This design comes from an exercise in tuning for small area and a short achievable clock period on the open sky130 flow, not from production work. RTL that was checked went through simulation tests only; none was proved equivalent to the original. No functional check of the RTL was part of run 1. Power is estimated from default activity; no workload was simulated.

==> flow/design.v <==
module fa (input a, input b, input c, output s, output co);
    assign s  = a ^ b ^ c;
    assign co = (a & b) | (a & c) | (b & c);
endmodule
module fa1 (input a, input b, output s, output co);
    assign s  = ~(a ^ b);
    assign co = a | b;
endmodule
module ha (input a, input b, output s, output co);
    assign s  = a ^ b;
    assign co = a & b;
endmodule
module ks18 (input [17:0] a, input [17:0] b, output [17:0] s);
    localparam W = 18;
    localparam L = $clog2(W);
    wire [W-1:0] g [0:L];
    wire [W-1:0] p [0:L];
    assign g[0] = a & b;
    assign p[0] = a ^ b;
    genvar l, i;
    generate for (l = 0; l < L; l = l + 1) begin : g_l
        for (i = 0; i < W; i = i + 1) begin : g_i
            if (i >= (1 << l)) begin : g_m
                assign g[l+1][i] = g[l][i] | (p[l][i] & g[l][i-(1<<l)]);
                assign p[l+1][i] = p[l][i] & p[l][i-(1<<l)];
            end else begin : g_k
                assign g[l+1][i] = g[l][i];
                assign p[l+1][i] = p[l][i];
            end
        end
    end endgenerate
    assign s = p[0] ^ {g[L][W-2:0], 1'b0};
endmodule
module DSP (a,b,c,d,clk,rst_n,p);
    parameter OPERATION = "ADD" ;
    input [17:0] a,b,d;
    input [47:0] c;
    input clk,rst_n;
    output reg [47:0] p;
    wire [19:0] ax = {2'b00, a};
        reg [8:0] bo, bt, bn;
    reg bz;
    reg [17:0] s1;
    wire [17:0] s0;
    ks18 u_pre (.a(b), .b(d), .s(s0));
    reg [116:0] x;
    reg [47:0] r0, r1;
    wire [116:0] xn;
    wire [8:0] nn = ~bn;
    wire [18:0] sx = {1'b0, s1};
    wire [18:0] sy = {s1, 1'b0};
    wire [17:0] pz = {18{bz}} & s1;
    wire [18:0] pp0 = (({19{bo[0]}} & sx) | ({19{bt[0]}} & sy)) ^ {19{bn[0]}};
    wire [18:0] pp1 = (({19{bo[1]}} & sx) | ({19{bt[1]}} & sy)) ^ {19{bn[1]}};
    wire [18:0] pp2 = (({19{bo[2]}} & sx) | ({19{bt[2]}} & sy)) ^ {19{bn[2]}};
    wire [18:0] pp3 = (({19{bo[3]}} & sx) | ({19{bt[3]}} & sy)) ^ {19{bn[3]}};
    wire [18:0] pp4 = (({19{bo[4]}} & sx) | ({19{bt[4]}} & sy)) ^ {19{bn[4]}};
    wire [18:0] pp5 = (({19{bo[5]}} & sx) | ({19{bt[5]}} & sy)) ^ {19{bn[5]}};
    wire [18:0] pp6 = (({19{bo[6]}} & sx) | ({19{bt[6]}} & sy)) ^ {19{bn[6]}};
    wire [18:0] pp7 = (({19{bo[7]}} & sx) | ({19{bt[7]}} & sy)) ^ {19{bn[7]}};
    wire [18:0] pp8 = (({19{bo[8]}} & sx) | ({19{bt[8]}} & sy)) ^ {19{bn[8]}};
    wire hs1, hk1;
    wire fs1, fk1;
    wire hs2, hk2;
    wire fs2, fk2;
    wire fs3, fk3;
    wire fs4, fk4;
    wire hs3, hk3;
    wire fs5, fk5;
    wire fs6, fk6;
    wire fs7, fk7;
    wire fs8, fk8;
    wire hs4, hk4;
    wire fs9, fk9;
    wire fs10, fk10;
    wire fs11, fk11;
    wire fs12, fk12;
    wire fs13, fk13;
    wire fs14, fk14;
    wire hs5, hk5;
    wire fs15, fk15;
    wire fs16, fk16;
    wire fs17, fk17;
    wire fs18, fk18;
    wire fs19, fk19;
    wire fs20, fk20;
    wire fs21, fk21;
    wire hs6, hk6;
    wire fs22, fk22;
    wire fs23, fk23;
    wire fs24, fk24;
    wire fs25, fk25;
    wire fs26, fk26;
    wire fs27, fk27;
    wire fs28, fk28;
    wire fs29, fk29;
    wire fs30, fk30;
    wire gs1, gk1;
    wire fs31, fk31;
    wire fs32, fk32;
    wire hs7, hk7;
    wire gs2, gk2;
    wire fs33, fk33;
    wire fs34, fk34;
    wire fs35, fk35;
    wire fs36, fk36;
    wire fs37, fk37;
    wire gs3, gk3;
    wire fs38, fk38;
    wire fs39, fk39;
    wire fs40, fk40;
    wire fs41, fk41;
    wire hs8, hk8;
    wire gs4, gk4;
    wire fs42, fk42;
    wire hs9, hk9;
    wire fs43, fk43;
    wire fs44, fk44;
    wire gs5, gk5;
    wire fs45, fk45;
    wire fs46, fk46;
    wire fs47, fk47;
    wire gs6, gk6;
    wire fs48, fk48;
    wire fs49, fk49;
    wire hs10, hk10;
    wire gs7, gk7;
    wire hs11, hk11;
    wire fs50, fk50;
    wire gs8, gk8;
    wire fs51, fk51;
    wire gs9, gk9;
    wire hs12, hk12;
    wire hs13, hk13;
    wire hs14, hk14;
    wire fs52, fk52;
    wire hs15, hk15;
    wire fs53, fk53;
    wire fs54, fk54;
    wire fs55, fk55;
    wire fs56, fk56;
    wire fs57, fk57;
    wire hs16, hk16;
    wire fs58, fk58;
    wire fs59, fk59;
    wire hs17, hk17;
    wire fs60, fk60;
    wire fs61, fk61;
    wire fs62, fk62;
    wire hs18, hk18;
    wire fs63, fk63;
    wire fs64, fk64;
    wire fs65, fk65;
    wire fs66, fk66;
    wire fs67, fk67;
    wire fs68, fk68;
    wire fs69, fk69;
    wire fs70, fk70;
    wire fs71, fk71;
    wire fs72, fk72;
    wire fs73, fk73;
    wire fs74, fk74;
    wire hs19, hk19;
    wire fs75, fk75;
    wire fs76, fk76;
    wire fs77, fk77;
    wire fs78, fk78;
    wire fs79, fk79;
    wire fs80, fk80;
    wire fs81, fk81;
    wire fs82, fk82;
    wire fs83, fk83;
    wire fs84, fk84;
    wire fs85, fk85;
    wire hs20, hk20;
    wire fs86, fk86;
    wire fs87, fk87;
    wire fs88, fk88;
    wire fs89, fk89;
    wire fs90, fk90;
    wire fs91, fk91;
    wire hs21, hk21;
    wire hs22, hk22;
    wire hs23, hk23;
    wire ni1;
    wire hs24, hk24;
    wire hs25, hk25;
    wire fs92, fk92;
    wire fs93, fk93;
    wire fs94, fk94;
    wire fs95, fk95;
    wire hs26, hk26;
    wire hs27, hk27;
    wire hs28, hk28;
    wire hs29, hk29;
    wire hs30, hk30;
    wire hs31, hk31;
    wire hs32, hk32;
    wire hs33, hk33;
    wire fs96, fk96;
    wire fs97, fk97;
    wire fs98, fk98;
    wire fs99, fk99;
    wire fs100, fk100;
    wire fs101, fk101;
    wire fs102, fk102;
    wire fs103, fk103;
    wire fs104, fk104;
    wire fs105, fk105;
    wire fs106, fk106;
    wire fs107, fk107;
    wire fs108, fk108;
    wire fs109, fk109;
    wire fs110, fk110;
    wire fs111, fk111;
    wire hs34, hk34;
    wire hs35, hk35;
    wire hs36, hk36;
    wire hs37, hk37;
    wire hs38, hk38;
    wire fs112, fk112;
    wire fs113, fk113;
    wire fs114, fk114;
    wire fs115, fk115;
    wire fs116, fk116;
    wire fs117, fk117;
    wire fs118, fk118;
    wire fs119, fk119;
    wire fs120, fk120;
    wire fs121, fk121;
    wire fs122, fk122;
    wire fs123, fk123;
    wire fs124, fk124;
    wire fs125, fk125;
    wire fs126, fk126;
    wire fs127, fk127;
    wire fs128, fk128;
    wire fs129, fk129;
    wire fs130, fk130;
    wire fs131, fk131;
    wire fs132, fk132;
    wire fs133, fk133;
    wire fs134, fk134;
    wire fs135, fk135;
    wire hs39, hk39;
    wire hs40, hk40;
    wire hs41, hk41;
    wire hs42, hk42;
    wire ni2;
    wire hs43, hk43;
    wire hs44, hk44;
    wire fs136, fk136;
    wire hs45, hk45;
    wire fs137, fk137;
    wire fs138, fk138;
    wire fs139, fk139;
    wire fs140, fk140;
    wire fs141, fk141;
    wire fs142, fk142;
    wire fs143, fk143;
    wire fs144, fk144;
    wire fs145, fk145;
    wire fs146, fk146;
    wire fs147, fk147;
    wire fs148, fk148;
    wire fs149, fk149;
    wire fs150, fk150;
    wire fs151, fk151;
    wire fs152, fk152;
    wire fs153, fk153;
    wire fs154, fk154;
    wire fs155, fk155;
    wire fs156, fk156;
    wire fs157, fk157;
    wire fs158, fk158;
    wire fs159, fk159;
    wire fs160, fk160;
    wire fs161, fk161;
    wire fs162, fk162;
    wire fs163, fk163;
    wire fs164, fk164;
    wire fs165, fk165;
    wire fs166, fk166;
    wire fs167, fk167;
    wire fs168, fk168;
    wire fs169, fk169;
    wire fs170, fk170;
    wire gs10, gk10;
    wire ni3;
    wire ni4;
    wire ni5;
    wire ni6;
    wire ni7;
    wire ni8;
    wire ni9;
    wire ni10;
    wire ni11;
    ha h1 (.a(pp0[0]), .b(bn[0]), .s(hs1), .co(hk1));
    fa u1 (.a(pp0[2]), .b(pp1[0]), .c(bn[1]), .s(fs1), .co(fk1));
    ha h2 (.a(pp0[3]), .b(pp1[1]), .s(hs2), .co(hk2));
    fa u2 (.a(pp0[4]), .b(pp1[2]), .c(pp2[0]), .s(fs2), .co(fk2));
    fa u3 (.a(pp0[5]), .b(pp1[3]), .c(pp2[1]), .s(fs3), .co(fk3));
    fa u4 (.a(pp0[6]), .b(pp1[4]), .c(pp2[2]), .s(fs4), .co(fk4));
    ha h3 (.a(pp3[0]), .b(bn[3]), .s(hs3), .co(hk3));
    fa u5 (.a(pp0[7]), .b(pp1[5]), .c(pp2[3]), .s(fs5), .co(fk5));
    fa u6 (.a(pp0[8]), .b(pp1[6]), .c(pp2[4]), .s(fs6), .co(fk6));
    fa u7 (.a(pp3[2]), .b(pp4[0]), .c(bn[4]), .s(fs7), .co(fk7));
    fa u8 (.a(pp0[9]), .b(pp1[7]), .c(pp2[5]), .s(fs8), .co(fk8));
    ha h4 (.a(pp3[3]), .b(pp4[1]), .s(hs4), .co(hk4));
    fa u9 (.a(pp0[10]), .b(pp1[8]), .c(pp2[6]), .s(fs9), .co(fk9));
    fa u10 (.a(pp3[4]), .b(pp4[2]), .c(pp5[0]), .s(fs10), .co(fk10));
    fa u11 (.a(pp0[11]), .b(pp1[9]), .c(pp2[7]), .s(fs11), .co(fk11));
    fa u12 (.a(pp3[5]), .b(pp4[3]), .c(pp5[1]), .s(fs12), .co(fk12));
    fa u13 (.a(pp0[12]), .b(pp1[10]), .c(pp2[8]), .s(fs13), .co(fk13));
    fa u14 (.a(pp3[6]), .b(pp4[4]), .c(pp5[2]), .s(fs14), .co(fk14));
    ha h5 (.a(pp6[0]), .b(bn[6]), .s(hs5), .co(hk5));
    fa u15 (.a(pp0[13]), .b(pp1[11]), .c(pp2[9]), .s(fs15), .co(fk15));
    fa u16 (.a(pp3[7]), .b(pp4[5]), .c(pp5[3]), .s(fs16), .co(fk16));
    fa u17 (.a(pp0[14]), .b(pp1[12]), .c(pp2[10]), .s(fs17), .co(fk17));
    fa u18 (.a(pp3[8]), .b(pp4[6]), .c(pp5[4]), .s(fs18), .co(fk18));
    fa u19 (.a(pp6[2]), .b(pp7[0]), .c(bn[7]), .s(fs19), .co(fk19));
    fa u20 (.a(pp0[15]), .b(pp1[13]), .c(pp2[11]), .s(fs20), .co(fk20));
    fa u21 (.a(pp3[9]), .b(pp4[7]), .c(pp5[5]), .s(fs21), .co(fk21));
    ha h6 (.a(pp6[3]), .b(pp7[1]), .s(hs6), .co(hk6));
    fa u22 (.a(pp0[16]), .b(pp1[14]), .c(pp2[12]), .s(fs22), .co(fk22));
    fa u23 (.a(pp3[10]), .b(pp4[8]), .c(pp5[6]), .s(fs23), .co(fk23));
    fa u24 (.a(pp6[4]), .b(pp7[2]), .c(pp8[0]), .s(fs24), .co(fk24));
    fa u25 (.a(pp0[17]), .b(pp1[15]), .c(pp2[13]), .s(fs25), .co(fk25));
    fa u26 (.a(pp3[11]), .b(pp4[9]), .c(pp5[7]), .s(fs26), .co(fk26));
    fa u27 (.a(pp6[5]), .b(pp7[3]), .c(pp8[1]), .s(fs27), .co(fk27));
    fa u28 (.a(pp0[18]), .b(pp1[16]), .c(pp2[14]), .s(fs28), .co(fk28));
    fa u29 (.a(pp3[12]), .b(pp4[10]), .c(pp5[8]), .s(fs29), .co(fk29));
    fa u30 (.a(pp6[6]), .b(pp7[4]), .c(pp8[2]), .s(fs30), .co(fk30));
    fa1 v1 (.a(nn[0]), .b(pp1[17]), .s(gs1), .co(gk1));
    fa u31 (.a(pp2[15]), .b(pp3[13]), .c(pp4[11]), .s(fs31), .co(fk31));
    fa u32 (.a(pp5[9]), .b(pp6[7]), .c(pp7[5]), .s(fs32), .co(fk32));
    ha h7 (.a(pp8[3]), .b(pz[1]), .s(hs7), .co(hk7));
    fa1 v2 (.a(pp1[18]), .b(pp2[16]), .s(gs2), .co(gk2));
    fa u33 (.a(pp3[14]), .b(pp4[12]), .c(pp5[10]), .s(fs33), .co(fk33));
    fa u34 (.a(pp6[8]), .b(pp7[6]), .c(pp8[4]), .s(fs34), .co(fk34));
    fa u35 (.a(nn[1]), .b(pp2[17]), .c(pp3[15]), .s(fs35), .co(fk35));
    fa u36 (.a(pp4[13]), .b(pp5[11]), .c(pp6[9]), .s(fs36), .co(fk36));
    fa u37 (.a(pp7[7]), .b(pp8[5]), .c(pz[3]), .s(fs37), .co(fk37));
    fa1 v3 (.a(pp2[18]), .b(pp3[16]), .s(gs3), .co(gk3));
    fa u38 (.a(pp4[14]), .b(pp5[12]), .c(pp6[10]), .s(fs38), .co(fk38));
    fa u39 (.a(pp7[8]), .b(pp8[6]), .c(pz[4]), .s(fs39), .co(fk39));
    fa u40 (.a(nn[2]), .b(pp3[17]), .c(pp4[15]), .s(fs40), .co(fk40));
    fa u41 (.a(pp5[13]), .b(pp6[11]), .c(pp7[9]), .s(fs41), .co(fk41));
    ha h8 (.a(pp8[7]), .b(pz[5]), .s(hs8), .co(hk8));
    fa1 v4 (.a(pp3[18]), .b(pp4[16]), .s(gs4), .co(gk4));
    fa u42 (.a(pp5[14]), .b(pp6[12]), .c(pp7[10]), .s(fs42), .co(fk42));
    ha h9 (.a(pp8[8]), .b(pz[6]), .s(hs9), .co(hk9));
    fa u43 (.a(nn[3]), .b(pp4[17]), .c(pp5[15]), .s(fs43), .co(fk43));
    fa u44 (.a(pp6[13]), .b(pp7[11]), .c(pp8[9]), .s(fs44), .co(fk44));
    fa1 v5 (.a(pp4[18]), .b(pp5[16]), .s(gs5), .co(gk5));
    fa u45 (.a(pp6[14]), .b(pp7[12]), .c(pp8[10]), .s(fs45), .co(fk45));
    fa u46 (.a(nn[4]), .b(pp5[17]), .c(pp6[15]), .s(fs46), .co(fk46));
    fa u47 (.a(pp7[13]), .b(pp8[11]), .c(pz[9]), .s(fs47), .co(fk47));
    fa1 v6 (.a(pp5[18]), .b(pp6[16]), .s(gs6), .co(gk6));
    fa u48 (.a(pp7[14]), .b(pp8[12]), .c(pz[10]), .s(fs48), .co(fk48));
    fa u49 (.a(nn[5]), .b(pp6[17]), .c(pp7[15]), .s(fs49), .co(fk49));
    ha h10 (.a(pp8[13]), .b(pz[11]), .s(hs10), .co(hk10));
    fa1 v7 (.a(pp6[18]), .b(pp7[16]), .s(gs7), .co(gk7));
    ha h11 (.a(pp8[14]), .b(pz[12]), .s(hs11), .co(hk11));
    fa u50 (.a(nn[6]), .b(pp7[17]), .c(pp8[15]), .s(fs50), .co(fk50));
    fa1 v8 (.a(pp7[18]), .b(pp8[16]), .s(gs8), .co(gk8));
    fa u51 (.a(nn[7]), .b(pp8[17]), .c(pz[15]), .s(fs51), .co(fk51));
    fa1 v9 (.a(pp8[18]), .b(pz[16]), .s(gs9), .co(gk9));
    ha h12 (.a(nn[8]), .b(pz[17]), .s(hs12), .co(hk12));
    ha h13 (.a(hk1), .b(pp0[1]), .s(hs13), .co(hk13));
    ha h14 (.a(fk1), .b(hs2), .s(hs14), .co(hk14));
    fa u52 (.a(hk2), .b(fs2), .c(bn[2]), .s(fs52), .co(fk52));
    ha h15 (.a(fk2), .b(fs3), .s(hs15), .co(hk15));
    fa u53 (.a(fk3), .b(fs4), .c(hs3), .s(fs53), .co(fk53));
    fa u54 (.a(fk4), .b(hk3), .c(fs5), .s(fs54), .co(fk54));
    fa u55 (.a(fk5), .b(fs6), .c(fs7), .s(fs55), .co(fk55));
    fa u56 (.a(fk6), .b(fk7), .c(fs8), .s(fs56), .co(fk56));
    fa u57 (.a(fk8), .b(hk4), .c(fs9), .s(fs57), .co(fk57));
    ha h16 (.a(fs10), .b(bn[5]), .s(hs16), .co(hk16));
    fa u58 (.a(fk9), .b(fk10), .c(fs11), .s(fs58), .co(fk58));
    fa u59 (.a(fk11), .b(fk12), .c(fs13), .s(fs59), .co(fk59));
    ha h17 (.a(fs14), .b(hs5), .s(hs17), .co(hk17));
    fa u60 (.a(fk13), .b(fk14), .c(hk5), .s(fs60), .co(fk60));
    fa u61 (.a(fs15), .b(fs16), .c(pp6[1]), .s(fs61), .co(fk61));
    fa u62 (.a(fk15), .b(fk16), .c(fs17), .s(fs62), .co(fk62));
    ha h18 (.a(fs18), .b(fs19), .s(hs18), .co(hk18));
    fa u63 (.a(fk17), .b(fk18), .c(fk19), .s(fs63), .co(fk63));
    fa u64 (.a(fs20), .b(fs21), .c(hs6), .s(fs64), .co(fk64));
    fa u65 (.a(fk20), .b(fk21), .c(hk6), .s(fs65), .co(fk65));
    fa u66 (.a(fs22), .b(fs23), .c(fs24), .s(fs66), .co(fk66));
    fa u67 (.a(fk22), .b(fk23), .c(fk24), .s(fs67), .co(fk67));
    fa u68 (.a(fs25), .b(fs26), .c(fs27), .s(fs68), .co(fk68));
    fa u69 (.a(fk25), .b(fk26), .c(fk27), .s(fs69), .co(fk69));
    fa u70 (.a(fs28), .b(fs29), .c(fs30), .s(fs70), .co(fk70));
    fa u71 (.a(fk28), .b(fk29), .c(fk30), .s(fs71), .co(fk71));
    fa u72 (.a(gs1), .b(fs31), .c(fs32), .s(fs72), .co(fk72));
    fa u73 (.a(gk1), .b(fk31), .c(fk32), .s(fs73), .co(fk73));
    fa u74 (.a(hk7), .b(gs2), .c(fs33), .s(fs74), .co(fk74));
    ha h19 (.a(fs34), .b(pz[2]), .s(hs19), .co(hk19));
    fa u75 (.a(gk2), .b(fk33), .c(fk34), .s(fs75), .co(fk75));
    fa u76 (.a(fs35), .b(fs36), .c(fs37), .s(fs76), .co(fk76));
    fa u77 (.a(fk35), .b(fk36), .c(fk37), .s(fs77), .co(fk77));
    fa u78 (.a(gs3), .b(fs38), .c(fs39), .s(fs78), .co(fk78));
    fa u79 (.a(gk3), .b(fk38), .c(fk39), .s(fs79), .co(fk79));
    fa u80 (.a(fs40), .b(fs41), .c(hs8), .s(fs80), .co(fk80));
    fa u81 (.a(fk40), .b(fk41), .c(hk8), .s(fs81), .co(fk81));
    fa u82 (.a(gs4), .b(fs42), .c(hs9), .s(fs82), .co(fk82));
    fa u83 (.a(gk4), .b(fk42), .c(hk9), .s(fs83), .co(fk83));
    fa u84 (.a(fs43), .b(fs44), .c(pz[7]), .s(fs84), .co(fk84));
    fa u85 (.a(fk43), .b(fk44), .c(gs5), .s(fs85), .co(fk85));
    ha h20 (.a(fs45), .b(pz[8]), .s(hs20), .co(hk20));
    fa u86 (.a(gk5), .b(fk45), .c(fs46), .s(fs86), .co(fk86));
    fa u87 (.a(fk46), .b(fk47), .c(gs6), .s(fs87), .co(fk87));
    fa u88 (.a(gk6), .b(fk48), .c(fs49), .s(fs88), .co(fk88));
    fa u89 (.a(fk49), .b(hk10), .c(gs7), .s(fs89), .co(fk89));
    fa u90 (.a(gk7), .b(hk11), .c(fs50), .s(fs90), .co(fk90));
    fa u91 (.a(fk50), .b(gs8), .c(pz[14]), .s(fs91), .co(fk91));
    ha h21 (.a(gk8), .b(fs51), .s(hs21), .co(hk21));
    ha h22 (.a(fk51), .b(gs9), .s(hs22), .co(hk22));
    ha h23 (.a(gk9), .b(hs12), .s(hs23), .co(hk23));
    assign ni1 = ~hk12;
    ha h24 (.a(x[41]), .b(x[42]), .s(hs24), .co(hk24));
    ha h25 (.a(x[46]), .b(x[47]), .s(hs25), .co(hk25));
    fa u92 (.a(x[50]), .b(x[51]), .c(x[52]), .s(fs92), .co(fk92));
    fa u93 (.a(x[55]), .b(x[56]), .c(x[57]), .s(fs93), .co(fk93));
    fa u94 (.a(x[60]), .b(x[61]), .c(x[62]), .s(fs94), .co(fk94));
    fa u95 (.a(x[65]), .b(x[66]), .c(x[67]), .s(fs95), .co(fk95));
    ha h26 (.a(x[70]), .b(x[71]), .s(hs26), .co(hk26));
    ha h27 (.a(x[74]), .b(x[75]), .s(hs27), .co(hk27));
    ha h28 (.a(x[78]), .b(x[79]), .s(hs28), .co(hk28));
    ha h29 (.a(x[82]), .b(x[83]), .s(hs29), .co(hk29));
    ha h30 (.a(x[86]), .b(x[87]), .s(hs30), .co(hk30));
    ha h31 (.a(x[90]), .b(x[91]), .s(hs31), .co(hk31));
    ha h32 (.a(x[22]), .b(x[23]), .s(hs32), .co(hk32));
    ha h33 (.a(x[26]), .b(x[27]), .s(hs33), .co(hk33));
    fa u96 (.a(x[29]), .b(x[30]), .c(x[31]), .s(fs96), .co(fk96));
    fa u97 (.a(x[33]), .b(x[34]), .c(x[35]), .s(fs97), .co(fk97));
    fa u98 (.a(x[37]), .b(x[38]), .c(x[39]), .s(fs98), .co(fk98));
    fa u99 (.a(x[43]), .b(x[44]), .c(x[45]), .s(fs99), .co(fk99));
    fa u100 (.a(x[48]), .b(x[49]), .c(hk24), .s(fs100), .co(fk100));
    fa u101 (.a(x[53]), .b(x[54]), .c(hk25), .s(fs101), .co(fk101));
    fa u102 (.a(x[58]), .b(x[59]), .c(fk92), .s(fs102), .co(fk102));
    fa u103 (.a(x[63]), .b(x[64]), .c(fk93), .s(fs103), .co(fk103));
    fa u104 (.a(x[68]), .b(x[69]), .c(fk94), .s(fs104), .co(fk104));
    fa u105 (.a(x[72]), .b(x[73]), .c(fk95), .s(fs105), .co(fk105));
    fa u106 (.a(x[76]), .b(x[77]), .c(hk26), .s(fs106), .co(fk106));
    fa u107 (.a(x[80]), .b(x[81]), .c(hk27), .s(fs107), .co(fk107));
    fa u108 (.a(x[84]), .b(x[85]), .c(hk28), .s(fs108), .co(fk108));
    fa u109 (.a(x[88]), .b(x[89]), .c(hk29), .s(fs109), .co(fk109));
    fa u110 (.a(x[92]), .b(x[93]), .c(hk30), .s(fs110), .co(fk110));
    fa u111 (.a(x[94]), .b(x[95]), .c(x[96]), .s(fs111), .co(fk111));
    ha h34 (.a(x[97]), .b(x[98]), .s(hs34), .co(hk34));
    ha h35 (.a(x[100]), .b(x[101]), .s(hs35), .co(hk35));
    ha h36 (.a(x[103]), .b(x[104]), .s(hs36), .co(hk36));
    ha h37 (.a(x[11]), .b(x[12]), .s(hs37), .co(hk37));
    ha h38 (.a(x[14]), .b(x[15]), .s(hs38), .co(hk38));
    fa u112 (.a(x[16]), .b(x[17]), .c(x[18]), .s(fs112), .co(fk112));
    fa u113 (.a(x[19]), .b(x[20]), .c(x[21]), .s(fs113), .co(fk113));
    fa u114 (.a(x[24]), .b(x[25]), .c(hs32), .s(fs114), .co(fk114));
    fa u115 (.a(x[28]), .b(hk32), .c(hs33), .s(fs115), .co(fk115));
    fa u116 (.a(x[32]), .b(hk33), .c(fs96), .s(fs116), .co(fk116));
    fa u117 (.a(x[36]), .b(fk96), .c(fs97), .s(fs117), .co(fk117));
    fa u118 (.a(x[40]), .b(fk97), .c(fs98), .s(fs118), .co(fk118));
    fa u119 (.a(hs24), .b(fk98), .c(fs99), .s(fs119), .co(fk119));
    fa u120 (.a(hs25), .b(fk99), .c(fs100), .s(fs120), .co(fk120));
    fa u121 (.a(fs92), .b(fk100), .c(fs101), .s(fs121), .co(fk121));
    fa u122 (.a(fs93), .b(fk101), .c(fs102), .s(fs122), .co(fk122));
    fa u123 (.a(fs94), .b(fk102), .c(fs103), .s(fs123), .co(fk123));
    fa u124 (.a(fs95), .b(fk103), .c(fs104), .s(fs124), .co(fk124));
    fa u125 (.a(hs26), .b(fk104), .c(fs105), .s(fs125), .co(fk125));
    fa u126 (.a(hs27), .b(fk105), .c(fs106), .s(fs126), .co(fk126));
    fa u127 (.a(hs28), .b(fk106), .c(fs107), .s(fs127), .co(fk127));
    fa u128 (.a(hs29), .b(fk107), .c(fs108), .s(fs128), .co(fk128));
    fa u129 (.a(hs30), .b(fk108), .c(fs109), .s(fs129), .co(fk129));
    fa u130 (.a(hs31), .b(fk109), .c(fs110), .s(fs130), .co(fk130));
    fa u131 (.a(hk31), .b(fk110), .c(fs111), .s(fs131), .co(fk131));
    fa u132 (.a(x[99]), .b(fk111), .c(hs34), .s(fs132), .co(fk132));
    fa u133 (.a(x[102]), .b(hk34), .c(hs35), .s(fs133), .co(fk133));
    fa u134 (.a(x[105]), .b(hk35), .c(hs36), .s(fs134), .co(fk134));
    fa u135 (.a(x[106]), .b(x[107]), .c(hk36), .s(fs135), .co(fk135));
    ha h39 (.a(x[108]), .b(x[109]), .s(hs39), .co(hk39));
    ha h40 (.a(x[110]), .b(x[111]), .s(hs40), .co(hk40));
    ha h41 (.a(x[112]), .b(x[113]), .s(hs41), .co(hk41));
    ha h42 (.a(x[114]), .b(x[115]), .s(hs42), .co(hk42));
    assign ni2 = ~x[116];
    ha h43 (.a(x[0]), .b(c[0]), .s(hs43), .co(hk43));
    ha h44 (.a(x[1]), .b(c[1]), .s(hs44), .co(hk44));
    fa u136 (.a(x[2]), .b(x[3]), .c(c[2]), .s(fs136), .co(fk136));
    ha h45 (.a(x[4]), .b(c[3]), .s(hs45), .co(hk45));
    fa u137 (.a(x[5]), .b(x[6]), .c(c[4]), .s(fs137), .co(fk137));
    fa u138 (.a(x[7]), .b(x[8]), .c(c[5]), .s(fs138), .co(fk138));
    fa u139 (.a(x[9]), .b(x[10]), .c(c[6]), .s(fs139), .co(fk139));
    fa u140 (.a(x[13]), .b(hs37), .c(c[7]), .s(fs140), .co(fk140));
    fa u141 (.a(hk37), .b(hs38), .c(c[8]), .s(fs141), .co(fk141));
    fa u142 (.a(hk38), .b(fs112), .c(c[9]), .s(fs142), .co(fk142));
    fa u143 (.a(fk112), .b(fs113), .c(c[10]), .s(fs143), .co(fk143));
    fa u144 (.a(fk113), .b(fs114), .c(c[11]), .s(fs144), .co(fk144));
    fa u145 (.a(fk114), .b(fs115), .c(c[12]), .s(fs145), .co(fk145));
    fa u146 (.a(fk115), .b(fs116), .c(c[13]), .s(fs146), .co(fk146));
    fa u147 (.a(fk116), .b(fs117), .c(c[14]), .s(fs147), .co(fk147));
    fa u148 (.a(fk117), .b(fs118), .c(c[15]), .s(fs148), .co(fk148));
    fa u149 (.a(fk118), .b(fs119), .c(c[16]), .s(fs149), .co(fk149));
    fa u150 (.a(fk119), .b(fs120), .c(c[17]), .s(fs150), .co(fk150));
    fa u151 (.a(fk120), .b(fs121), .c(c[18]), .s(fs151), .co(fk151));
    fa u152 (.a(fk121), .b(fs122), .c(c[19]), .s(fs152), .co(fk152));
    fa u153 (.a(fk122), .b(fs123), .c(c[20]), .s(fs153), .co(fk153));
    fa u154 (.a(fk123), .b(fs124), .c(c[21]), .s(fs154), .co(fk154));
    fa u155 (.a(fk124), .b(fs125), .c(c[22]), .s(fs155), .co(fk155));
    fa u156 (.a(fk125), .b(fs126), .c(c[23]), .s(fs156), .co(fk156));
    fa u157 (.a(fk126), .b(fs127), .c(c[24]), .s(fs157), .co(fk157));
    fa u158 (.a(fk127), .b(fs128), .c(c[25]), .s(fs158), .co(fk158));
    fa u159 (.a(fk128), .b(fs129), .c(c[26]), .s(fs159), .co(fk159));
    fa u160 (.a(fk129), .b(fs130), .c(c[27]), .s(fs160), .co(fk160));
    fa u161 (.a(fk130), .b(fs131), .c(c[28]), .s(fs161), .co(fk161));
    fa u162 (.a(fk131), .b(fs132), .c(c[29]), .s(fs162), .co(fk162));
    fa u163 (.a(fk132), .b(fs133), .c(c[30]), .s(fs163), .co(fk163));
    fa u164 (.a(fk133), .b(fs134), .c(c[31]), .s(fs164), .co(fk164));
    fa u165 (.a(fk134), .b(fs135), .c(c[32]), .s(fs165), .co(fk165));
    fa u166 (.a(fk135), .b(hs39), .c(c[33]), .s(fs166), .co(fk166));
    fa u167 (.a(hk39), .b(hs40), .c(c[34]), .s(fs167), .co(fk167));
    fa u168 (.a(hk40), .b(hs41), .c(c[35]), .s(fs168), .co(fk168));
    fa u169 (.a(hk41), .b(hs42), .c(c[36]), .s(fs169), .co(fk169));
    fa u170 (.a(hk42), .b(ni2), .c(c[37]), .s(fs170), .co(fk170));
    fa1 v10 (.a(x[116]), .b(c[38]), .s(gs10), .co(gk10));
    assign ni3 = ~c[39];
    assign ni4 = ~c[40];
    assign ni5 = ~c[41];
    assign ni6 = ~c[42];
    assign ni7 = ~c[43];
    assign ni8 = ~c[44];
    assign ni9 = ~c[45];
    assign ni10 = ~c[46];
    assign ni11 = ~c[47];
    assign xn[0] = hs1;
    assign xn[1] = hs13;
    assign xn[2] = hk13;
    assign xn[3] = fs1;
    assign xn[4] = hs14;
    assign xn[5] = hk14;
    assign xn[6] = fs52;
    assign xn[7] = fk52;
    assign xn[8] = hs15;
    assign xn[9] = hk15;
    assign xn[10] = fs53;
    assign xn[11] = fk53;
    assign xn[12] = fs54;
    assign xn[13] = pp3[1];
    assign xn[14] = fk54;
    assign xn[15] = fs55;
    assign xn[16] = fk55;
    assign xn[17] = fs56;
    assign xn[18] = hs4;
    assign xn[19] = fk56;
    assign xn[20] = fs57;
    assign xn[21] = hs16;
    assign xn[22] = fk57;
    assign xn[23] = hk16;
    assign xn[24] = fs58;
    assign xn[25] = fs12;
    assign xn[26] = fk58;
    assign xn[27] = fs59;
    assign xn[28] = hs17;
    assign xn[29] = fk59;
    assign xn[30] = hk17;
    assign xn[31] = fs60;
    assign xn[32] = fs61;
    assign xn[33] = fk60;
    assign xn[34] = fk61;
    assign xn[35] = fs62;
    assign xn[36] = hs18;
    assign xn[37] = fk62;
    assign xn[38] = hk18;
    assign xn[39] = fs63;
    assign xn[40] = fs64;
    assign xn[41] = fk63;
    assign xn[42] = fk64;
    assign xn[43] = fs65;
    assign xn[44] = fs66;
    assign xn[45] = bn[8];
    assign xn[46] = fk65;
    assign xn[47] = fk66;
    assign xn[48] = fs67;
    assign xn[49] = fs68;
    assign xn[50] = fk67;
    assign xn[51] = fk68;
    assign xn[52] = fs69;
    assign xn[53] = fs70;
    assign xn[54] = pz[0];
    assign xn[55] = fk69;
    assign xn[56] = fk70;
    assign xn[57] = fs71;
    assign xn[58] = fs72;
    assign xn[59] = hs7;
    assign xn[60] = fk71;
    assign xn[61] = fk72;
    assign xn[62] = fs73;
    assign xn[63] = fs74;
    assign xn[64] = hs19;
    assign xn[65] = fk73;
    assign xn[66] = fk74;
    assign xn[67] = hk19;
    assign xn[68] = fs75;
    assign xn[69] = fs76;
    assign xn[70] = fk75;
    assign xn[71] = fk76;
    assign xn[72] = fs77;
    assign xn[73] = fs78;
    assign xn[74] = fk77;
    assign xn[75] = fk78;
    assign xn[76] = fs79;
    assign xn[77] = fs80;
    assign xn[78] = fk79;
    assign xn[79] = fk80;
    assign xn[80] = fs81;
    assign xn[81] = fs82;
    assign xn[82] = fk81;
    assign xn[83] = fk82;
    assign xn[84] = fs83;
    assign xn[85] = fs84;
    assign xn[86] = fk83;
    assign xn[87] = fk84;
    assign xn[88] = fs85;
    assign xn[89] = hs20;
    assign xn[90] = fk85;
    assign xn[91] = hk20;
    assign xn[92] = fs86;
    assign xn[93] = fs47;
    assign xn[94] = fk86;
    assign xn[95] = fs87;
    assign xn[96] = fs48;
    assign xn[97] = fk87;
    assign xn[98] = fs88;
    assign xn[99] = hs10;
    assign xn[100] = fk88;
    assign xn[101] = fs89;
    assign xn[102] = hs11;
    assign xn[103] = fk89;
    assign xn[104] = fs90;
    assign xn[105] = pz[13];
    assign xn[106] = fk90;
    assign xn[107] = fs91;
    assign xn[108] = fk91;
    assign xn[109] = hs21;
    assign xn[110] = hk21;
    assign xn[111] = hs22;
    assign xn[112] = hk22;
    assign xn[113] = hs23;
    assign xn[114] = hk23;
    assign xn[115] = ni1;
    assign xn[116] = hk12;
    wire [47:0] r0n = {c[46], c[45], c[44], c[43], c[42], c[41], c[40], c[39], gk10, fk170, fk169, fk168, fk167, fk166, fk165, fk164, fk163, fk162, fk161, fk160, fk159, fk158, fk157, fk156, fk155, fk154, fk153, fk152, fk151, fk150, fk149, fk148, fk147, fk146, fk145, fk144, fk143, fk142, fk141, fk140, fk139, fk138, fk137, hk45, fk136, hk44, hk43, hs43};
    wire [47:0] r1n = {ni11, ni10, ni9, ni8, ni7, ni6, ni5, ni4, ni3, gs10, fs170, fs169, fs168, fs167, fs166, fs165, fs164, fs163, fs162, fs161, fs160, fs159, fs158, fs157, fs156, fs155, fs154, fs153, fs152, fs151, fs150, fs149, fs148, fs147, fs146, fs145, fs144, fs143, fs142, fs141, fs140, fs139, fs138, fs137, hs45, fs136, hs44, 1'b0};
    always @(posedge clk or negedge rst_n) begin
        if (!rst_n) begin
            bo <= 0; bt <= 0; bn <= 0; bz <= 0;
            s1 <= 0; x <= 117'b010101010100100100100100100010010001000100010001000001100000000000000000000000000000000000000000000000000000000000000; r0 <= 0; r1 <= 0; p <= 0;
        end else begin
            bo[0] <= ax[0] ^ 1'b0;
            bt[0] <= (ax[1] & ~ax[0] & ~1'b0) | (~ax[1] & ax[0] & 1'b0);
            bn[0] <= ax[1];
            bo[1] <= ax[2] ^ ax[1];
            bt[1] <= (ax[3] & ~ax[2] & ~ax[1]) | (~ax[3] & ax[2] & ax[1]);
            bn[1] <= ax[3];
            bo[2] <= ax[4] ^ ax[3];
            bt[2] <= (ax[5] & ~ax[4] & ~ax[3]) | (~ax[5] & ax[4] & ax[3]);
            bn[2] <= ax[5];
            bo[3] <= ax[6] ^ ax[5];
            bt[3] <= (ax[7] & ~ax[6] & ~ax[5]) | (~ax[7] & ax[6] & ax[5]);
            bn[3] <= ax[7];
            bo[4] <= ax[8] ^ ax[7];
            bt[4] <= (ax[9] & ~ax[8] & ~ax[7]) | (~ax[9] & ax[8] & ax[7]);
            bn[4] <= ax[9];
            bo[5] <= ax[10] ^ ax[9];
            bt[5] <= (ax[11] & ~ax[10] & ~ax[9]) | (~ax[11] & ax[10] & ax[9]);
            bn[5] <= ax[11];
            bo[6] <= ax[12] ^ ax[11];
            bt[6] <= (ax[13] & ~ax[12] & ~ax[11]) | (~ax[13] & ax[12] & ax[11]);
            bn[6] <= ax[13];
            bo[7] <= ax[14] ^ ax[13];
            bt[7] <= (ax[15] & ~ax[14] & ~ax[13]) | (~ax[15] & ax[14] & ax[13]);
            bn[7] <= ax[15];
            bo[8] <= ax[16] ^ ax[15];
            bt[8] <= (ax[17] & ~ax[16] & ~ax[15]) | (~ax[17] & ax[16] & ax[15]);
            bn[8] <= ax[17];
            bz <= a[17];
            s1 <= s0;
            x  <= xn;
            r0 <= r0n;
            r1 <= r1n;
            p  <= r0 + r1;
        end
    end
endmodule
==> flow/flow/run.sh <==
#!/bin/bash
# Standard ORFS layout (the standard.sh, unchanged synthesis), except that the
# input and output ports are buffered with a plain buffer cell instead of the
# delay-type buffer that buffer_ports picks by default.
set -euo pipefail
bash standard.sh "BUFFER_PORTS_ARGS=-buffer_cell sky130_fd_sc_hd__buf_2" finish > orfs_make.log 2>&1
==> flow/standard.sh <==
#!/bin/bash
# synth_recipe.tcl (not shown) runs the flow's synth.tcl, then flattens the netlist and writes it again
# the make line also repeats each setting of config.mk as NAME=value (left out here)
make -C /OpenROAD-flow-scripts/flow DESIGN_CONFIG=/design/flow/config.mk WORK_HOME=/design/flow/orfs CLKGATE_MAP_FILE= SYNTH_SCRIPT=/design/flow/synth_recipe.tcl "${@:-finish}"
==> flow/config.mk <==
export PLATFORM = sky130hd
export DESIGN_NAME = DSP
export DESIGN_NICKNAME = DSP
export VERILOG_FILES = /design/flow/design.v
export SDC_FILE = /design/flow/constraint.sdc
export NUM_CORES = 4
export LEC_CHECK = 0
export CAP_MARGIN = 20
export CORE_MARGIN = 2
export CORE_UTILIZATION = 60
export SETUP_SLACK_MARGIN = 4.3
export SLEW_MARGIN = 20
export SYNTH_HIERARCHICAL = 1
export SYNTH_MINIMUM_KEEP_SIZE = 0
==> flow/constraint.sdc <==
create_clock -name core_clock -period 7.0 [get_ports {clk}]
set_input_delay 1.4000 -clock core_clock [delete_from_list [all_inputs] [get_ports {clk}]]
set_output_delay 1.4000 -clock core_clock [all_outputs]
set_load 0.01 [all_outputs]
==> results of run 1 <==
[area by class of cell]
cell class,instances,area [sq um]
Inverter,78,293
Multi-Input combinational cell,1107,10900
Sequential cell,305,7660
Tap cell,402,503
Clock buffer,50,972
Fill cell,2346,9930
Clock inverter,13,134
Timing Repair Buffer,169,930
[sequential cells by signal (all words and copies together), names as in the netlist]
| signal | count |
|---|---|
| p | 48 |
| x | 117 |
| r0 | 48 |
| s1 | 18 |
| r1 | 47 |
| bn | 9 |
| bo | 9 |
| bt | 9 |
[repair_timing]
item                       CTS  global route
pin swaps                    3            16
gates resized for setup     12            41
setup endpoints to repair   13            16
buffers inserted             3             6
[stage by stage]
| step | instance area (sq um) | worst slack, ns | total power, mW |
|---|---|---|---|
| 2_1_floorplan | 19000 | 4.30 | 7.02 |
| 3_3_place_gp | 19900 | 4.00 | 8.58 |
| 3_5_place_dp | 19900 | 3.94 | 8.79 |
| 4_1_cts | 21100 | 4.25 | 10.7 |
| 5_1_grt | 21400 | 4.29 | 11.9 |
| 6_report | 21400 | 4.35 | 10.9 |
[modules after synthesis (local to each module, per instance)]
module  copies in the design  flip-flops and latches
fa1                       10                       0
DSP                        1                     305
ks18                       1                       0
ha                        45                       0
fa                       170                       0
[cells in the mapped netlist, drive strengths merged, types with 29 or more instances]
cell / number / area, sq um
xnor2: 201 / 1760
nor2: 29 / 111
inv: 78 / 293
xor2: 35 / 307
o21ai: 47 / 243
a22oi: 154 / 1160
ha: 118 / 1480
dfrtp: 287 / 7180
fa: 172 / 3440
nand2: 73 / 284
clkbuf: 91 / 345
a21oi: 71 / 355
[cells by family after synthesis]
kind of cell / Yosys count / synth area share, %
and+or+nand+nor: 205 / 5.39
muxes: 3 / 0.165
AOI/OAI and AO/OA: 373 / 13.5
xor gates and xnor gates: 236 / 10.9
DFF: 305 / 40.3
adders and majority gates: 290 / 25.9
buffers and inverters: 188 / 3.78
[final timing paths]
| check | cells after the start | end | slack, ns | startpoint |
|---|---|---|---|---|
| worst max-delay path | 9 | p[42] | 4.35 | r1[5] |
| worst min-delay path | 0 | p[0] | 0.36 | r0[0] |
| worst max register to register | 9 | p[42] | 4.35 | r1[5] |
| worst min register to register | 0 | p[0] | 0.36 | r0[0] |
| max in group asynchronous | 2 | bn[1] | 4.96 | rst_n |
| min in group asynchronous | 1 | p[4] | 0.86 | rst_n |
[critical path, delay by kind of cell, from the launching register on]
| family | cells | cell delay (ns) |
|---|---|---|
| flip-flops | 1 | 0.40 |
| adder cells (fa/ha/maj) | 1 | 0.31 |
| AO/OA/AOI/OAI | 8 | 1.84 |
[routing by layer]
metal	track usage (%)	wire length, microns	up-vias
met4	7.84	845	0
li1	-	-	5667
met5	0	0	-
met3	4.85	3170	70
met2	41.7	19900	513
met1	39.4	19600	6285
[power groups by stage]
stage / Clock (mW) / Sequential (mW) / Combinational (mW)
5_1_grt: 1.86 / 3.24 / 6.77
2_1_floorplan: 0 / 2.95 / 4.07
3_5_place_dp: 0 / 3.16 / 5.63
6_report: 1.73 / 3.17 / 6.01
4_1_cts: 1.78 / 3.14 / 5.80
3_3_place_gp: 0 / 3.14 / 5.44
==> results_dict.tcl, run 1 <==
set metrics [dict create \
    async_flop_share_pct 100 \
    max-vdd-ir-drop_uv 216 \
    placedCellCount 2052 \
    hold-worst-slack_ns 0.360 \
    cpPeakStageDelay_ns 0.40 \
    status "finished clean" \
    drive_gt1_share_pct 17.0 \
    wl_per_cell_microns 20.5 \
    htreeDepth 2 \
    die-width_microns 182 \
    die_h_microns 182 \
    synth_edf_count 0 \
    synth_fp_nets 1994 \
    via_per_inst 5.90 \
    dieArea_sq_mm 0.0331 \
    worstMarginPinSlew_ns 0.925 \
    crit_arrival_ns 3.07 \
    synth_cell_types 64 \
    area_growth_pct 12.6 \
    fin_util_pct 68.3 \
    routabilityCongestion 0.875 \
    ant_nets 0 \
    cp.required_ns 7.42 \
    coreArea_sq_mm 0.0313 \
    grt_max_degree 137 \
    worstSetupStartpointType "flip-flop" \
    setup_viol 0 \
    syn_inst 1600 \
    slowest_stage "dfrtp_1" \
    seqPwrFrac_pct 29.1 \
    finalNonFillerCells 2124 \
    min_period_over_period_pct 37.8 \
    ys_seq_elements 305 \
    clockRootBuffer "clkbuf_16" \
    antenna_found_initial 1 \
    maxCapViolCount 0 \
    cts_buffers 35 \
    hp-class "flip-flop to flip-flop" \
    pin_count 152 \
    diodes 0 \
    detail_route.wirelength_microns 43500 \
    cts.sinks 305 \
    avgSynthCellArea_sq_um 11.9 \
    final_common_cell "dfrtp_1" \
    fin_nets 2090 \
    power-per-cell-area_mw_per_mm2 510 \
    p_leak_nw 9.33 \
    hpwlAfterDp_microns 30200 \
    p_switching_mw 4.48 \
    power.internal_mw 6.44 \
    rows 65 \
    grt_pass1_wl_microns 69500 \
    finalMaxSlewViolations 0 \
    clock_skew_ns 0.0143 \
    synth_seq_area_share_pct 40.3 \
    endpoint_kind "flip-flop" \
    grt_pass1_vias 12800 \
    p_sw_share_pct 41.0 \
    fmax_mhz 378 \
    track_usage_pct 26.9 \
    clk-insertion-delay-late_ns 0.52 \
    critPathKind "flip-flop to flip-flop" \
    clockBufferDepth 3 \
    firstDrtPassIters 6 \
    io_buffer_count 151 \
    gr-total-overflow 0 \
    drc 0 \
    tritoncts "yes" \
    tns_ns 0 \
    p_clk_share_pct 15.9 \
    initialDrtViolationCount 1153 \
    combPwrFrac_pct 55.0 \
    synth_flop_cell "dfrtp_1" \
    rsz0062_at_grt "yes" \
    final_cell_mix "dfrtp_1, xnor2_1, fa_1, a22oi_1, buf_2" \
    yosys_warnings 8 \
    slew_headroom_pct 38.3 \
    syn-cell-area_sq_mm 0.0190 \
    hold_buffers 0 \
    path_clk_slew_ns 0.06 \
    initial_core_util_pct 60.6 \
    hold_viol 0 \
    crit_chain "ha_4 > a21o_1 > a31o_4 > o21ai_4 > o31a_1 > a211o_1 > o31a_4 > o211a_1 > a211oi_2" \
    min_period_ns 2.65 \
    via_count 12500 \
    crit_path_max_fanout 5 \
]
==> run 2, diff against run 1 <==
--- a/flow/design.v
+++ b/flow/design.v
@@ -12,7 +12,7 @@
 endmodule
 module ks18 (input [17:0] a, input [17:0] b, output [17:0] s);
     localparam W = 18;
-    localparam L = $clog2(W);
+    localparam L = 5;
     wire [W-1:0] g [0:L];
     wire [W-1:0] p [0:L];
     assign g[0] = a & b;
--- a/flow/config.mk
+++ b/flow/config.mk
@@ -8,7 +8,7 @@
 export CAP_MARGIN = 20
 export CORE_MARGIN = 2
 export CORE_UTILIZATION = 60
-export SETUP_SLACK_MARGIN = 4.3
+export SETUP_SLACK_MARGIN = 4.5
 export SLEW_MARGIN = 20
 export SYNTH_HIERARCHICAL = 1
 export SYNTH_MINIMUM_KEEP_SIZE = 0
==> results_dict.tcl, run 2 <==
set metrics [dict create \
    synth_compound_area_share_pct 13.5 \
    r2r-end "p[42]" \
    pin_count 152 \
    track_usage_pct 27.8 \
    worstSetupStartpointType "flip-flop" \
    routabilityCongestion 0.882 \
    final_common_cell "dfrtp_1" \
    p_sw_share_pct 40.8 \
    worstHoldStart "r0[0]" \
    largest_reg_flops 117 \
    wl_per_cell_microns 20.8 \
    fin_nets 2101 \
    area_growth_pct 15.0 \
    top_register "x" \
    yosys_warnings 8 \
    min_period_ns 2.58 \
    tritoncts "yes" \
    async_flop_share_pct 100 \
    reg2regPathDepth 9 \
    grt_pass1_wl_microns 71900 \
    syn-cell-area_sq_mm 0.0190 \
    max-vdd-ir-drop_uv 237 \
    crit_arrival_ns 3.01 \
    power-per-cell-area_mw_per_mm2 507 \
    status "finished clean" \
    synth_top_family_by_area "adder cells" \
    drc 0 \
    final_cell_mix "dfrtp_1, xnor2_1, fa_1, a22oi_1, buf_2" \
    htreeDepth 2 \
    initial_core_util_pct 60.6 \
    clockBufferDepth 3 \
    detail_route.wirelength_microns 44300 \
    hpwlAfterDp_microns 30600 \
    finalMaxSlewViolations 0 \
    critPathKind "flip-flop to flip-flop" \
    hold_buffers 0 \
    rsz0062_at_grt "yes" \
    clockRootBuffer "clkbuf_16" \
    yosys.area_share.simple_pct 5.39 \
    yosys-top-cells-area "dfrtp_1, fa_1, xnor2_1, ha_1, a22oi_1" \
    clk-insertion-delay-late_ns 0.52 \
    worstMarginPinSlew_ns 0.817 \
    synth_most_common_cell "dfrtp_1" \
    initialDrtViolationCount 1048 \
    diodes 0 \
    setup_viol 0 \
    grt_pass1_vias 13400 \
    top_regs "x x117, p x48, r0 x48" \
    synthAdderAreaFrac_pct 25.9 \
    die_h_microns 182 \
    worstHoldPathCells 0 \
    timing.rr.start "r1[4]" \
    tns_ns 0 \
    min_period_over_period_pct 36.9 \
    synth_flop_cell "dfrtp_1" \
    synth_seq_area_share_pct 40.3 \
    ys_seq_elements 305 \
    syn_inst 1600 \
    grt_max_degree 95 \
    crit_path_max_fanout 5 \
    synth_xor_area_share_pct 10.9 \
    synth.top_cell.area_share_pct 37.8 \
    yosys-top-cells-count "dfrtp_1, xnor2_1, fa_1, a22oi_1, ha_1" \
    synth_top_area_cell "dfrtp_1" \
    via_per_inst 5.97 \
    coreArea_sq_mm 0.0313 \
    p_switching_mw 4.51 \
    cts_buffers 34 \
    avgSynthCellArea_sq_um 11.9 \
    cp.required_ns 7.42 \
    synth_cell_types 64 \
    gr-total-overflow 0 \
    io_buffer_count 151 \
    ant_nets 0 \
    clock_skew_ns 0.0221 \
    rows 65 \
    p_clk_share_pct 15.6 \
    drive_gt1_share_pct 21.3 \
    muxShareOfSynthArea_pct 0.165 \
    antenna_found_initial 1 \
    slew_headroom_pct 45.5 \
    path_clk_slew_ns 0.06 \
    combPwrFrac_pct 55.4 \
    hp-class "flip-flop to flip-flop" \
    power.internal_mw 6.54 \
    via_count 12700 \
    fin_util_pct 69.7 \
    whs_endpoint "p[0]" \
    hold_viol 0 \
    cts.sinks 305 \
    maxCapViolCount 0 \
    endpoint_kind "flip-flop" \
    firstDrtPassIters 5 \
    ff2ff_setup_slack_ns 4.42 \
    p_leak_nw 9.37 \
    dieArea_sq_mm 0.0331 \
    die-width_microns 182 \
    synth_edf_count 0 \
    seqPwrFrac_pct 29.0 \
    synth_fp_nets 1994 \
    fmax_mhz 387 \
]
run 2: power by group through the flow:
stage / Clock, mW / Sequential (mW) / Combinational, mW
2_1_floorplan: 0 / 2.95 / 4.09
3_3_place_gp: 0 / 3.15 / 5.47
3_5_place_dp: 0 / 3.16 / 5.63
4_1_cts: 1.77 / 3.18 / 6.01
5_1_grt: 1.86 / 3.28 / 6.93
6_report: 1.73 / 3.20 / 6.13
run 2: area by class of cell:
type | count | area (sq um)
Clock buffer | 50 | 1000
Clock inverter | 8 | 87.6
Fill cell | 2302 | 9490
Inverter | 78 | 293
Multi-Input combinational cell | 1107 | 11200
Sequential cell | 305 | 7700
Tap cell | 402 | 503
Timing Repair Buffer | 181 | 1030
run 2: stage by stage:
step	total power, mW	std cells	setup WS, ns	hold WS [ns]	instance area, sq um
2_1_floorplan	7.04	1600	4.39	0.331	19200
3_3_place_gp	8.62	2053	4.05	0.336	20100
3_5_place_dp	8.79	2054	4.02	0.340	20100
4_1_cts	11.0	2126	4.46	0.353	21600
5_1_grt	12.1	2131	4.34	0.376	21800
6_report	11.1	2131	4.42	0.351	21800
run 2: cells by family (layout without fill, tap and decap cells):
family	after synthesis	in the layout
AOI/OAI and AO/OA	373	373
xor gates and xnor gates	236	236
adders and majority gates	290	290
buffers and inverters	188	317
DFF	305	305
muxes	3	3
and+or+nand+nor	205	205
run 2: worst max-delay path, cell delays in order (launching register included):
cell and delay (ns):
dfrtp_1 0.41, ha_4 0.31, nand3_1 0.12, nor2_2 0.13, o21ai_2 0.10, o31a_1 0.32
a211o_4 0.39, o31a_4 0.33, o211a_1 0.24, a211oi_2 0.15
run 2: routing by layer:
| metal | GRT usage [%] | share of wire [%] | routed length [microns] | vias up |
|---|---|---|---|---|
| li1 | - | - | - | 5674 |
| met1 | 40.1 | 44 | 19600 | 6388 |
| met2 | 42.5 | 45 | 19900 | 557 |
| met3 | 6.06 | 8.3 | 3690 | 108 |
| met4 | 8.65 | 2.5 | 1130 | 0 |
| met5 | 0 | 0 | 0 | - |
run 2: what timing repair did:
item | CTS | global route
endpoints found under the setup margin | 60 | 149
buffers inserted | 14 | 5
pin swaps | 9 | 7
gates resized for setup | 59 | 48
run 2: worst max path at each step:
stage | start | end | slack [ns] | cells past startpoint
final | r1[4] | p[42] | 4.42 | 9
after global routing | r1[4] | p[42] | 4.34 | 9
after CTS | r0[22] | p[45] | 4.46 | 9
after detailed placement | b[1] | s1[17] | 4.02 | 7
after global placement | b[1] | s1[17] | 4.05 | 7
after floorplan | b[1] | s1[17] | 4.39 | 6
run 2: modules after synthesis, one instance, submodules excluded:
module  flip-flops and latches  times used  cells  area (sq um)
fa                           0         170      1          20.0
ks18                         0           1    117           845
DSP                        305           1   1218         13900
ha                           0          45      1          12.5
fa1                          0          10      5          27.5

==> re-timing with driven ports <==
No port has a modelled driver above. Below, the same layouts with a new extraction and two added sets of constraints.
Step 1 (the two cells are an assumption about what drives the block):
set clk [get_ports {clk}]
set_driving_cell -lib_cell sky130_fd_sc_hd__clkbuf_16 $clk
set_driving_cell -lib_cell sky130_fd_sc_hd__buf_2 [delete_from_list [all_inputs] $clk]
Step 2 moves the port delays by t, midway between the first and last clock arrival at a register: inputs arrive t later, outputs are due t later. That takes back most of the time a late clock gives input paths.
a / b / c = no drivers / after step 1 / after step 2; a / b = the first two.
run	t, ns	slack for setup (ns)	worst setup path after step 2
run 1	0.561	4.352 / 4.352 / 3.903	input to register
run 2	0.563	4.415 / 4.415 / 4.081	input to register
After both steps setup and hold are still met in every run listed. The setup slack of run 1, which loses most, moves by 0.000 ns with the drivers and by -0.449 ns with both steps.
